This design comes from an exercise in tuning for small area on the open sky130 flow, not from production work.
Only simulation tests tie the RTL to the original design; equivalence was not proved.
The flow treats the clock pin as an ideal source. Dropping or thinning the clock tree relies on that and would not hold on a real chip.
No activity file was given, so power comes from the tool's default toggle rates.

==> job 3450: inputs <==
==> flow/design.v <==
module toplevel(S, DIP, LedEx, SEG, AN, reset, clk, led, usb_tx, usb_rx);
    input reset;
    input clk;
    output reg [7:0] led;
    output [3:0] AN;
    output [7:0] SEG;
    output [23:0] LedEx;
    input [23:0] DIP;
    input [4:0] S;
    input usb_rx;
    output reg usb_tx;
    localparam [6:0] C00 = 7'b0011100;
    localparam [9:0] B000 = 10'b1111010000;
    reg [6:0] c;         
    reg [4:0] C;         
    wire c_mid = c[0] & c[1] & c[2] & ~c[3] & ~c[4] & c[5];
    wire c_end = ~c[0] & c[1] & c[2] & c[3] & ~c[4] & ~c[5];
    wire C_end = C[4] & C[1] & C[0];     
    always @(posedge clk or negedge reset)
        if (!reset) begin
            c <= C00;
            C <= 5'd10;
            led <= 0;
        end else begin
            c <= {c[5:0], ~(c[6] ^ c[5]) ^ c_end};
            if (c_end) begin
                C <= C_end ? 5'd0 : C + 5'd1;
                if (C_end)
                    led <= led + 8'h1;
            end
        end
    reg tx_done;
    wire tx_u868 = c[0] & ~c[1] & c[2] & c[3] & c[4] & ~c[5] & ~C[0] & C[1] & C[4] & usb_tx;
    wire tx_u1737 = c[0] & c[1] & c[2] & c[4] & C[0] & C[1] & C[2] & ~C[3] & ~led[1] & ~usb_tx;
    wire tx_u2606 = ~c[4] & ~c[6] & ~C[0] & ~C[3] & led[0] & usb_tx;
    wire tx_u6951 = ~c[0] & c[1] & c[2] & c[3] & ~c[5] & C[0] & C[1] & C[4] & led[0] & led[1] & ~usb_tx;
    wire tx_u7820 = c[1] & c[2] & c[5] & C[3] & led[2] & usb_tx;
    wire tx_u8689 = ~c[1] & c[2] & ~c[3] & ~c[4] & ~c[6] & C[4] & led[2];
    wire tx_edge = ~tx_done & (tx_u868 | tx_u1737 | tx_u2606 | tx_u6951 | tx_u7820 | tx_u8689);
    always @(posedge clk or negedge reset)
        if (!reset) begin
            usb_tx <= 1;
            tx_done <= 0;
        end else begin
            if (tx_edge)
                usb_tx <= ~usb_tx;
            if (tx_edge & tx_u8689)
                tx_done <= 1;
        end
    reg [15:0] bcd;      
    reg [6:0]  Ka, Kb;   
    reg [1:0]  mx;       
    wire active = ~|S;
    wire b99    = Kb[6] & Kb[5] & Kb[1] & Kb[0];                     
    wire ge99   = (|Ka) | b99;
    wire ge999  = Ka[6] | Ka[5] | Ka[4] | (Ka[3] & (Ka[2] | Ka[1] | (Ka[0] & b99)));
    wire ge9999 = Ka[6] & Ka[5] & Ka[1] & Ka[0] & b99;
    wire fire = active & (mx[0] ? ge99 : mx[1] ? ge999 : ge9999);
    wire n0 = bcd[3] & bcd[0];       
    wire n1 = bcd[7] & bcd[4];
    wire n2 = bcd[11] & bcd[8];
    wire n3 = bcd[15] & bcd[12];
    wire cy0 = fire;
    wire cy1 = cy0 & n0;
    wire cy2 = cy1 & n1;
    wire cy3 = cy2 & n2;
    function [3:0] dinc(input [3:0] d, input ci, input nine);
        dinc = !ci ? d : nine ? 4'd0 : d + 4'd1;
    endfunction
    wire [3:0] d0 = (bcd[3] & bcd[1]) ? 4'd0 : bcd[3:0] + 4'd1;    
    always @(posedge clk or negedge reset)
        if (!reset) begin
            bcd <= 16'h000a;
            Ka <= 0;
            Kb <= 0;
            mx <= 0;
        end else begin
            if (!active) begin
                if (S[4])      mx <= 2'd2;
                else if (S[3]) mx <= 2'd1;
                else if (S[1]) mx <= 2'd0;
            end
            Kb <= (fire | (active & b99)) ? 7'd0 : Kb + {6'd0, active};
            Ka <= fire ? 7'd0 : Ka + {6'd0, active & b99};
            bcd <= {dinc(bcd[15:12], cy3, n3), dinc(bcd[11:8], cy2, n2), dinc(bcd[7:4], cy1, n1), (cy0 ? (n0 ? 4'd0 : d0) : bcd[3:0])};
        end
    reg [3:0] dig;       
    reg [1:0] sidx;      
    reg       back;      
    wire nz3 = |bcd[15:12];
    wire nz2 = nz3 | (|bcd[11:8]);
    wire nz1 = nz2 | (|bcd[7:4]);
    wire blank = &dig;
    wire [1:0] cur = (back | blank) ? 2'd0 : sidx + 2'd1;
    wire show = cur[1] ? (cur[0] ? nz3 : nz2) : (cur[0] ? nz1 : 1'b1);
    wire [3:0] curdig = cur[1] ? (cur[0] ? bcd[15:12] : bcd[11:8]) : (cur[0] ? bcd[7:4] : bcd[3:0]);
    always @(posedge clk or negedge reset)
        if (!reset)
            dig <= 4'hf;
        else if (c_mid & show)
            dig <= curdig;
    always @(posedge clk)
        if (c_mid) begin
            if (show)
                sidx <= cur;
            back <= ~show;
        end
    assign AN = {~(~blank & sidx == 2'd3), ~(~blank & sidx == 2'd2), ~(~blank & sidx == 2'd1), ~(~blank & sidx == 2'd0)};
    reg [7:0] seg_r;
    always @(*)
        case (dig)
            4'h0: seg_r = 8'hc0;
            4'h1: seg_r = 8'hf9;
            4'h2: seg_r = 8'ha4;
            4'h3: seg_r = 8'hb0;
            4'h4: seg_r = 8'h99;
            4'h5: seg_r = 8'h92;
            4'h6: seg_r = 8'h82;
            4'h7: seg_r = 8'hf8;
            4'h8: seg_r = 8'h80;
            4'h9: seg_r = 8'h90;
            4'ha: seg_r = 8'hc0;
            4'hb: seg_r = 8'hf0;
            4'hc: seg_r = 8'h9d;
            4'hd: seg_r = 8'h97;
            4'he: seg_r = 8'hc7;
            default: seg_r = 8'hff;
        endcase
    assign SEG = seg_r;
    reg [3:0] rs;        
    reg [9:0] rb;        
    reg [9:0] sh;        
    reg [9:0] frame;
    reg       rx_d;
    reg       seen;
    wire rcv  = |rs[3:1];
    wire rb_end = ~rb[0] & ~rb[1] & ~rb[2] & rb[3] & ~rb[4] & rb[5] & rb[6] & rb[7] & rb[8];   
    wire tick = rcv & rb_end;
    always @(posedge clk) begin
        rb <= !rcv ? B000 : {rb[8:0], ~(rb[9] ^ rb[6]) ^ rb_end};
        if (tick)
            sh <= {usb_rx, sh[9:1]};
    end
    always @(posedge clk or negedge reset)
        if (!reset) begin
            rs <= 0;
            frame <= 0;
            rx_d <= 0;
            seen <= 0;
        end else begin
            rx_d <= usb_rx;
            if (rs == 4'd0) begin
                if (usb_rx) rs <= 4'd1;
            end else if (rs == 4'd1) begin
                if (!usb_rx) begin
                    rs <= 4'd2;
                    seen <= 1;
                end
            end else if (tick) begin
                if (rs[3] & rs[2]) begin
                    rs <= 4'd0;
                    frame <= sh;
                end else
                    rs <= rs + 4'd1;
            end
        end
    assign LedEx = {seen, 6'd0, rx_d, 6'd0, frame};
endmodule
==> flow/flow/run.sh <==
#!/bin/bash
# Own flow: the standard layout with these changes
#  - synthesis without the half/full-adder extraction, once with each area-only ABC script
#    flow/abc_*.script; the netlist with the smallest cell area is kept. Registers are mapped
#    exactly as in the standard synthesis (ABC only maps the logic between them)
#  - after floorplan every logic cell is swapped for its smallest size (flow/downsize.tcl)
#  - ports are buffered with sky130_fd_sc_hd__buf_1
#  - clock tree synthesis adds no dummy loads
#  - constant outputs share the synthesis's single tie cell
set -euo pipefail
W=$(pwd)
R="$W/orfs/results/sky130hd/toplevel/base"
REP="$W/orfs/reports/sky130hd/toplevel/base"
LOGS="$W/orfs/logs/sky130hd/toplevel/base"
cp -r "$FLOW_HOME/scripts" "$W/myscripts"
best=""
bestarea=""
n=0
for s in "$W"/flow/abc_*.script; do
  n=$((n + 1))
  cp "$s" "$W/myscripts/abc_area.script"
  if [[ $n -eq 1 ]]; then
    bash standard.sh synth SCRIPTS_DIR="$W/myscripts" ADDER_MAP_FILE= > "$W/synth_$n.log" 2>&1
  else
    bash standard.sh do-yosys SCRIPTS_DIR="$W/myscripts" ADDER_MAP_FILE= > "$W/synth_$n.log" 2>&1
  fi
  cp "$LOGS/1_2_yosys.log" "$W/yosys_$n.log"
  cp "$R/1_2_yosys.v" "$W/netlist_$n.v"
  area=$(grep "Chip area for module" "$REP/synth_stat.txt" | tail -1 | awk '{print $NF}')
  echo "$(basename "$s"): $area" | tee -a "$W/synth_choice.log"
  if [[ -z "$bestarea" ]] || awk -v a="$area" -v b="$bestarea" 'BEGIN { exit !(a < b) }'; then
    best=$n
    bestarea=$area
  fi
done
echo "kept netlist $best ($bestarea)" | tee -a "$W/synth_choice.log"
cp "$W/netlist_$best.v" "$R/1_2_yosys.v"
rm -f "$R/1_synth.odb" "$R/1_synth.sdc"
bash standard.sh synth SCRIPTS_DIR="$W/myscripts" ADDER_MAP_FILE= > "$W/synth_final.log" 2>&1
bash standard.sh finish "POST_FLOORPLAN_TCL=$W/flow/downsize.tcl" "BUFFER_PORTS_ARGS=-buffer_cell sky130_fd_sc_hd__buf_1" \
  "CTS_ARGS=-sink_clustering_enable -repair_clock_nets -dont_use_dummy_load" SKIP_REPAIR_TIE_FANOUT=1 > "$W/layout.log" 2>&1
==> flow/flow/abc_1.script <==
strash
&get -n
&deepsyn -T 30
&put
dch -f
amap
topo
==> flow/flow/abc_2.script <==
strash
&get -n
&deepsyn -T 30
&put
strash
dch -f
amap
strash
dch -f
amap
topo
==> flow/flow/abc_3.script <==
strash
dch -f
amap
topo
==> flow/flow/abc_4.script <==
strash
&get -n
&deepsyn -T 30
&put
dch -f
map -a
topo
==> flow/flow/downsize.tcl <==
# Swap every logic cell for the smallest cell of the same function (timing is far from critical);
# later repair steps upsize where slew or capacitance need it.
set db [ord::get_db]
set lib [lindex [$db getLibs] 0]
set n 0
foreach inst [[ord::get_db_block] getInsts] {
  set m [$inst getMaster]
  set name [$m getName]
  if {![regexp {^(sky130_fd_sc_hd__\w+?)_(\d+)$} $name -> base drive]} { continue }
  if {[string match "*tap*" $base] || [string match "*conb*" $base] || [string match "*fill*" $base] || [string match "*decap*" $base]} { continue }
  set best $m
  foreach d {0 1 2} {
    set cand [$db findMaster "${base}_$d"]
    if {$cand eq "NULL" || $cand eq ""} { continue }
    if {[$cand getWidth] < [$best getWidth]} { set best $cand }
  }
  if {$best ne $m} {
    set lc [get_lib_cells */[$best getName]]
    if {[llength $lc] == 0 || [get_property [lindex $lc 0] dont_use]} { continue }
    replace_cell [get_cells [$inst getName]] [lindex $lc 0]
    incr n
  }
}
puts "downsize: replaced $n cells"
==> flow/standard.sh <==
#!/bin/bash
# synth_recipe.tcl (not shown) runs the flow's synth.tcl, then flattens the netlist and writes it again
# the make line also repeats each setting of config.mk as NAME=value (left out here)
make -C /OpenROAD-flow-scripts/flow DESIGN_CONFIG=/design/flow/config.mk WORK_HOME=/design/flow/orfs CLKGATE_MAP_FILE= SYNTH_SCRIPT=/design/flow/synth_recipe.tcl "${@:-finish}"
==> flow/config.mk <==
export PLATFORM = sky130hd
export DESIGN_NAME = toplevel
export DESIGN_NICKNAME = toplevel
export VERILOG_FILES = /design/flow/design.v
export SDC_FILE = /design/flow/constraint.sdc
export NUM_CORES = 4
export LEC_CHECK = 0
export ABC_AREA = 1
export CAP_MARGIN = 20
export CORE_MARGIN = 2
export CORE_UTILIZATION = 40
export SLEW_MARGIN = 20
==> flow/constraint.sdc <==
create_clock -name core_clock -period 10.0 [get_ports {clk}]
set_input_delay 2.0000 -clock core_clock [delete_from_list [all_inputs] [get_ports {clk}]]
set_output_delay 2.0000 -clock core_clock [all_outputs]
set_load 0.01 [all_outputs]
==> inputs of job 4199, as changes to job 3450 <==
==> flow/flow/abc_3.script (replaced) <==
strash
&get -n
&deepsyn -T 30
&put
&get -n
&dch -f
&nf -a -R 1000
&put
topo
==> flow/flow/abc_4.script (replaced) <==
strash
&get -n
&deepsyn -T 30
&dch -f
&nf -a -p -R 1000
&put
topo
==> flow/flow/abc_5.script (new file) <==
strash
&get -n
&deepsyn -T 30
&put
dch -f
amap
&get -n
&st
&dch -f
&nf -a -R 1000
&put
topo
==> inputs of job 2217, as changes to job 3450 <==
--- a/flow/flow/run.sh
+++ b/flow/flow/run.sh
@@ -7,3 +7,4 @@
 #  - ports are buffered with sky130_fd_sc_hd__buf_1
-#  - clock tree synthesis adds no dummy loads
+#  - the clock tree is built by flow/mantree.tcl: four clock buffers fed by the clock port, each
+#    driving one cluster of the flip-flops (clustered by position)
 #  - constant outputs share the synthesis's single tie cell
@@ -40,2 +41,2 @@
 bash standard.sh finish "POST_FLOORPLAN_TCL=$W/flow/downsize.tcl" "BUFFER_PORTS_ARGS=-buffer_cell sky130_fd_sc_hd__buf_1" \
-  "CTS_ARGS=-sink_clustering_enable -repair_clock_nets -dont_use_dummy_load" SKIP_REPAIR_TIE_FANOUT=1 > "$W/layout.log" 2>&1
+  "PRE_CTS_TCL=$W/flow/mantree.tcl" SKIP_REPAIR_TIE_FANOUT=1 > "$W/layout.log" 2>&1
==> flow/flow/abc_3.script (replaced) <==
strash
&get -n
&deepsyn -T 30
&put
&get -n
&dch -f
&nf -a -R 1000
&put
topo
==> flow/flow/abc_4.script (replaced) <==
strash
&get -n
&deepsyn -T 30
&dch -f
&nf -a -p -R 1000
&put
topo
==> flow/flow/abc_5.script (new file) <==
strash
&get -n
&deepsyn -T 30
&put
dch -f
amap
&get -n
&st
&dch -f
&nf -a -R 1000
&put
topo
==> flow/flow/mantree.tcl (new file) <==
# Manual clock tree: split the flip-flop clock pins on net clk into groups by position and drive
# each group from one clock buffer fed by the clock port.
set ngroups [expr {[info exists ::env(MT_GROUPS)] ? $::env(MT_GROUPS) : 4}]
set bufcell [expr {[info exists ::env(MT_BUF)] ? $::env(MT_BUF) : "sky130_fd_sc_hd__clkbuf_16"}]
set block [ord::get_db_block]
set clknet [$block findNet clk]
set sinks {}
foreach it [$clknet getITerms] {
  set inst [$it getInst]
  set bb [$inst getBBox]
  lappend sinks [list $it [expr {([$bb xMin] + [$bb xMax]) / 2}] [expr {([$bb yMin] + [$bb yMax]) / 2}]]
}
set n [llength $sinks]
# k-means on positions, seeded by sorting on x
set sorted [lsort -real -index 1 $sinks]
set cent {}
for {set g 0} {$g < $ngroups} {incr g} {
  set s [lindex $sorted [expr {int(($g + 0.5) * $n / $ngroups)}]]
  lappend cent [list [lindex $s 1] [lindex $s 2]]
}
for {set iter 0} {$iter < 30} {incr iter} {
  set sx [lrepeat $ngroups 0.0]; set sy [lrepeat $ngroups 0.0]; set sc [lrepeat $ngroups 0]
  set assign {}
  foreach s $sinks {
    set best 0; set bd 1e30
    for {set g 0} {$g < $ngroups} {incr g} {
      set c [lindex $cent $g]
      set d [expr {abs([lindex $s 1] - [lindex $c 0]) + abs([lindex $s 2] - [lindex $c 1])}]
      if {$d < $bd} { set bd $d; set best $g }
    }
    lappend assign $best
    lset sx $best [expr {[lindex $sx $best] + [lindex $s 1]}]
    lset sy $best [expr {[lindex $sy $best] + [lindex $s 2]}]
    lset sc $best [expr {[lindex $sc $best] + 1}]
  }
  set newc {}
  for {set g 0} {$g < $ngroups} {incr g} {
    if {[lindex $sc $g] == 0} { lappend newc [lindex $cent $g]; continue }
    lappend newc [list [expr {[lindex $sx $g] / [lindex $sc $g]}] [expr {[lindex $sy $g] / [lindex $sc $g]}]]
  }
  set cent $newc
}
set master [[ord::get_db] findMaster $bufcell]
for {set g 0} {$g < $ngroups} {incr g} {
  set buf [odb::dbInst_create $block $master "clkbuf_man_$g"]
  set net [odb::dbNet_create $block "clknet_man_$g"]
  $net setSigType CLOCK
  [$buf findITerm A] connect $clknet
  [$buf findITerm X] connect $net
  set c [lindex $cent $g]
  $buf setLocation [expr {int([lindex $c 0])}] [expr {int([lindex $c 1])}]
  $buf setPlacementStatus PLACED
  set k 0
  foreach s $sinks a $assign {
    if {$a != $g} { continue }
    set it [lindex $s 0]
    $it disconnect
    $it connect $net
    incr k
  }
  puts "mantree: group $g: $k sinks at $c"
}
# the tree is built: the clock_tree_synthesis call that follows in cts.tcl only marks the clock
# as propagated
rename clock_tree_synthesis {}
proc clock_tree_synthesis {args} {
  puts "mantree: clock tree built by hand, clock_tree_synthesis skipped"
  set_propagated_clock [all_clocks]
}
==> inputs of job 6282, as changes to job 3450 <==
--- a/flow/design.v
+++ b/flow/design.v
@@ -17,3 +17,2 @@
     wire c_end = ~c[0] & c[1] & c[2] & c[3] & ~c[4] & ~c[5];
-    wire C_end = C[4] & C[1] & C[0];     
     always @(posedge clk or negedge reset)
@@ -21,3 +20,3 @@
             c <= C00;
-            C <= 5'd10;
+            C <= 0;
             led <= 0;
@@ -26,4 +25,4 @@
             if (c_end) begin
-                C <= C_end ? 5'd0 : C + 5'd1;
-                if (C_end)
+                C <= (C[4] & C[1] & C[0]) ? 5'd0 : C + 5'd1;
+                if (C[3] & ~C[2] & ~C[1] & C[0])
                     led <= led + 8'h1;
@@ -32,8 +31,8 @@
     reg tx_done;
-    wire tx_u868 = c[0] & ~c[1] & c[2] & c[3] & c[4] & ~c[5] & ~C[0] & C[1] & C[4] & usb_tx;
-    wire tx_u1737 = c[0] & c[1] & c[2] & c[4] & C[0] & C[1] & C[2] & ~C[3] & ~led[1] & ~usb_tx;
-    wire tx_u2606 = ~c[4] & ~c[6] & ~C[0] & ~C[3] & led[0] & usb_tx;
-    wire tx_u6951 = ~c[0] & c[1] & c[2] & c[3] & ~c[5] & C[0] & C[1] & C[4] & led[0] & led[1] & ~usb_tx;
-    wire tx_u7820 = c[1] & c[2] & c[5] & C[3] & led[2] & usb_tx;
-    wire tx_u8689 = ~c[1] & c[2] & ~c[3] & ~c[4] & ~c[6] & C[4] & led[2];
+    wire tx_u868 = c[0] & ~c[1] & c[2] & c[3] & c[4] & ~c[5] & ~C[0] & C[3] & ~led[0] & ~led[1] & ~led[2];
+    wire tx_u1737 = c[0] & c[2] & c[3] & c[4] & ~c[5] & ~c[6] & C[0] & ~C[1] & C[4] & led[0] & ~led[1];
+    wire tx_u2606 = c[0] & ~c[1] & ~c[4] & c[5] & ~c[6] & ~C[0] & C[1] & C[2] & ~C[3] & led[0] & ~led[1];
+    wire tx_u6951 = ~c[0] & c[1] & c[2] & c[3] & c[4] & ~c[5] & ~c[6] & C[0] & ~C[1] & ~C[2] & C[3] & led[0] & led[1];
+    wire tx_u7820 = ~c[0] & c[1] & c[2] & ~c[3] & c[5] & c[6] & ~C[0] & C[1] & C[4] & led[2];
+    wire tx_u8689 = ~c[1] & c[2] & ~c[3] & ~c[4] & ~c[6] & C[1] & C[2] & ~C[3] & led[2];
     wire tx_edge = ~tx_done & (tx_u868 | tx_u1737 | tx_u2606 | tx_u6951 | tx_u7820 | tx_u8689);
@@ -111,3 +110,3 @@
         case (dig)
-            4'h0: seg_r = 8'hc0;
+            4'h0, 4'ha: seg_r = 8'hc0;
             4'h1: seg_r = 8'hf9;
@@ -121,7 +120,2 @@
             4'h9: seg_r = 8'h90;
-            4'ha: seg_r = 8'hc0;
-            4'hb: seg_r = 8'hf0;
-            4'hc: seg_r = 8'h9d;
-            4'hd: seg_r = 8'h97;
-            4'he: seg_r = 8'hc7;
             default: seg_r = 8'hff;
==> flow/flow/run.sh (replaced) <==
#!/bin/bash
# Own flow: the standard layout with these changes
#  - synthesis without the half/full-adder extraction and with a stronger area-only ABC script
#    (flow/abc_area.script); registers are mapped exactly as in the standard synthesis
#  - after floorplan every logic cell is swapped for its smallest size (flow/downsize.tcl)
#  - ports are buffered with sky130_fd_sc_hd__buf_1
#  - clock tree synthesis adds no dummy loads
#  - constant outputs share the synthesis's single tie cell
set -euo pipefail
W=$(pwd)
cp -r "$FLOW_HOME/scripts" "$W/myscripts"
cp "$W/flow/abc_area.script" "$W/myscripts/abc_area.script"
bash standard.sh synth SCRIPTS_DIR="$W/myscripts" ADDER_MAP_FILE= > "$W/synth.log" 2>&1
bash standard.sh finish "POST_FLOORPLAN_TCL=$W/flow/downsize.tcl" "BUFFER_PORTS_ARGS=-buffer_cell sky130_fd_sc_hd__buf_1" \
  "CTS_ARGS=-sink_clustering_enable -repair_clock_nets -dont_use_dummy_load" SKIP_REPAIR_TIE_FANOUT=1 > "$W/layout.log" 2>&1
==> flow/flow/abc_area.script (new file) <==
strash
&get -n
&deepsyn -T 30
&put
dch -f
amap
topo
removed: flow/flow/abc_1.script
removed: flow/flow/abc_2.script
removed: flow/flow/abc_3.script
removed: flow/flow/abc_4.script
==> comparison table <==
| quantity | job 3450 | job 4199 | job 2217 | job 6282 |
|---|---|---|---|---|
| Run status | finished clean | finished clean | finished clean | finished clean |
| Slack of the worst reg-to-reg path | 6.51 ns | 6.72 ns | 6.68 ns | 6.75 ns |
| Cells after DPL | 565 | 547 | 547 | 570 |
| Share of final-layout standard cells stronger than drive strength 1 | 5.215% | 5.437% | 4.306% | 5.157% |
| Design Power | 724.5 uW | 621.0 uW | 590.5 uW | 812.9 uW |
| Internal Pwr Total | 548.4 uW | 490.3 uW | 482.7 uW | 593.8 uW |
| Met3 global-route usage | 3.930% | 2.444% | 0.8145% | 2.682% |
| Storage element area | 2457 um2 | 2457 um2 | 2457 um2 | 2455 um2 |
| Chip width | 104.6 um | 104.3 um | 104.3 um | 104.9 um |
| Net count of the mapped netlist | 440 | 421 | 421 | 442 |
| Area added between synthesis and finish | 8.223% | 8.339% | 7.747% | 8.610% |
| Multi-input gates | 254 | 270 | 270 | 247 |
| Peak clock frequency supported by timing | 186.5 MHz | 182.8 MHz | 176.1 MHz | 204.3 MHz |
| Number of nets in the layout | 475 | 457 | 452 | 480 |
| Non-clk buf share | 3.428% | 3.619% | - | 3.907% |
| Worst IR drop on VDD | 0.1020 mV | 0.05669 mV | 0.07680 mV | 0.1066 mV |
| Inverters | 42 | 7 | 7 | 51 |
| Start point of the worst min-delay path | c[3] | c[2] | c[3] | c[2] |
| Fraction of power consumed by the clock network | 26.9% | 31.5% | 28.0% | 24.3% |
In job 2217 the design's own scripts or RTL, not TritonCTS, make the clock network.

-- port drivers added, routing unchanged --
No port has a modelled driver above. Below, the same layouts with a new extraction and two added sets of constraints. Step 1 (the two cells are an assumption about what drives the block):
set clk [get_ports {clk}]
set_driving_cell -lib_cell sky130_fd_sc_hd__clkbuf_16 $clk
set_driving_cell -lib_cell sky130_fd_sc_hd__buf_2 [delete_from_list [all_inputs] $clk]
Step 2 times the ports against the registers' clock, not the clock port: input delays grow and output delays shrink by t, the midpoint of the rising clock arrivals with the driver on. Three values: ideal ports, drivers, drivers and shift; two values: the first two.
run | shift t [ns] | slack for setup (ns) | slew at the worst register clock pin (ns) | worst slew at a driven data input, ns
job 3450 | 0.383 | 4.637 / 4.647 / 4.264 | 0.09 / 0.09 | 0.04
job 4199 | 0.378 | 4.529 / 4.541 / 4.163 | 0.09 / 0.09 | 0.03
job 2217 | 0.225 | 4.323 / 4.382 / 4.157 | 0.10 / 0.10 | 0.03
job 6282 | 0.377 | 5.104 / 5.116 / 4.740 | 0.10 / 0.10 | 0.03
After both steps setup and hold are still met in every run listed. For job 3450, which loses most, drivers alone change the setup slack by +0.010 ns; drivers and shift together by -0.373 ns.
